This design comes from an exercise in tuning for small area on the open sky130 flow, not from production work.
At most, simulation tests tie the RTL to the original design; equivalence was not proved.

## rev 12
// dct_1d
module dct_1d(
    input clk,
    input rst_n,
    input enable,
    input signed [9:0] x0, input signed [9:0] x1, input signed [9:0] x2, input signed [9:0] x3,
    input signed [9:0] x4, input signed [9:0] x5, input signed [9:0] x6, input signed [9:0] x7,
    output reg signed [10:0] y0, output reg signed [10:0] y1, output reg signed [10:0] y2, output reg signed [10:0] y3,
    output reg signed [10:0] y4, output reg signed [10:0] y5, output reg signed [10:0] y6, output reg signed [10:0] y7,
    output valid
);
reg [1:0] vp;
always @(posedge clk) if (!rst_n) vp <= 2'd0; else vp <= {vp[0:0], enable};
assign valid = vp[1];
wire a0, a1; ha_cell u_a0 (.a(x0[0]), .b(x7[0]), .s(a0), .co(a1));
wire a2, a3; fa_cell u_a2 (.a(x0[1]), .b(x7[1]), .c(a1), .s(a2), .co(a3));
wire a4, a5; fa_cell u_a4 (.a(x0[2]), .b(x7[2]), .c(a3), .s(a4), .co(a5));
wire a6 = x0[3] ^ x7[3];
wire a7 = x0[3] & x7[3];
wire a8 = x0[4] ^ x7[4];
wire a9 = x0[4] & x7[4];
wire a10 = x0[5] ^ x7[5];
wire a11 = x0[5] & x7[5];
wire a12 = x0[6] ^ x7[6];
wire a13 = x0[6] & x7[6];
wire a14 = x0[7] ^ x7[7];
wire a15 = x0[7] & x7[7];
wire a16 = x0[8] ^ x7[8];
wire a17 = x0[8] & x7[8];
wire a18 = x0[9] ^ x7[9];
wire a19 = x0[9] & x7[9];
wire a20 = x0[9] ^ x7[9];
wire a21 = x0[9] & x7[9];
wire a22 = a7 | (a6 & a5);
wire a23 = a11 | (a10 & a9);
wire a24 = a10 & a8;
wire a25 = a15 | (a14 & a13);
wire a26 = a14 & a12;
wire a27 = a19 | (a18 & a17);
wire a28 = a18 & a16;
wire a29 = a9 | (a8 & a22);
wire a30 = a23 | (a24 & a22);
wire a31 = a17 | (a16 & a25);
wire a32 = a16 & a26;
wire a33 = a27 | (a28 & a25);
wire a34 = a28 & a26;
wire a35 = a13 | (a12 & a30);
wire a36 = a25 | (a26 & a30);
wire a37 = a31 | (a32 & a30);
wire a38 = a33 | (a34 & a30);
wire a39 = a21 | (a20 & a38);
wire a40 = a6 ^ a5;
wire a41 = a8 ^ a22;
wire a42 = a10 ^ a29;
wire a43 = a12 ^ a30;
wire a44 = a14 ^ a35;
  ...
==> module maj_cell, before the edit <==
module maj_cell(input a, input b, input c, output co);
assign co = (a & b) | (c & (a | b));
endmodule
export LEC_CHECK = 0
export ABC_AREA = 1
export CAP_MARGIN = 20
export CORE_MARGIN = 2
export CORE_UTILIZATION = 40
export PLACE_DENSITY = 0.8
export SLEW_MARGIN = 20
export SYNTH_HIERARCHICAL = 1
create_clock -name core_clock -period 6.0 [get_ports {clk}]
run.sh (not shown) runs the stock make flow with config.mk's settings and CLKGATE_MAP_FILE= SYNTH_SCRIPT=/design/flow/synth_recipe.tcl, a recipe that flattens the netlist after the stock synthesis.
Here is what was changed in the inputs of rev 13 compared with rev 12.
diff --git a/flow/design.v b/flow/design.v
--- a/flow/design.v
+++ b/flow/design.v
@@ -2849,11 +2849,11 @@
 module fa_cell(input a, input b, input c, output s, output co);
 assign s = a ^ b ^ c;
 assign co = (a & b) | (a & c) | (b & c);
 endmodule
 module maj_cell(input a, input b, input c, output co);
-assign co = (a & b) | (c & (a | b));
+assign co = (a & b) | (a & c) | (b & c);
 endmodule
 module ha_cell(input a, input b, output s, output co);
 assign s = a ^ b;
 assign co = a & b;
 endmodule
--- outcome ---
- The final layout from rev 13, which completed every stage, passed the timing, design-rule and antenna checks at the end of the flow.
- Of rev 13 and rev 12, it is rev 13 that has the higher area used by multi-input combinational logic.
- On rev 13: critical path depth is 3 lower than what rev 12 gave.
- Of the two values seen for worst setup path startpoint, d3_r[7]$_DFF_P_ was produced by rev 12 and d2_r[4]$_DFF_P_ by rev 13.
- On total via count in the routed design, rev 13 and rev 12 are neck and neck.
- In the flow results for rev 13 and rev 12, the met2 layer usage reported by global route is larger on rev 13.
- Summary — post-CTS setup repair buffer count, rev 13 relative to rev 12: higher, by 3.
- Synthesized cell count (rev 13 vs. rev 12) increases slightly
Only the layout flow was run in rev 12; the RTL was not checked for function there.

-- afterwards: timing with drivers on the ports --
The results above use ideal ports. As a check the final layouts listed here were re-extracted and re-timed, cells and wires unchanged.
Step 1 assumes that a clkbuf_16 drives the clock port and a buf_2 every other input.
Step 2 also shifts input and output timing later by t, the mid clock arrival at the registers, as if the neighbouring blocks saw the same clock.
a / b / c = ideal / step 1 / step 2; a / b = the first two.
| run | t, ns | slack for setup (ns) | hold slack, ns | latest minus earliest clock arrival (ns) | worst register clock-pin slew, ns |
|---|---|---|---|---|---|
| rev 12 | 0.564 | 0.125 / 0.125 / -0.206 | 0.418 / 0.418 / 0.418 | 0.013 / 0.012 | 0.08 / 0.08 |
| rev 13 | 0.575 | 0.170 / 0.170 / -0.271 | 0.412 / 0.412 / 0.412 | 0.015 / 0.016 | 0.08 / 0.08 |
Met with ideal ports but missed after step 2: setup timing in rev 12 and rev 13. For rev 13, which loses most, drivers alone change the setup slack by 0.000 ns; drivers and shift together by -0.441 ns.
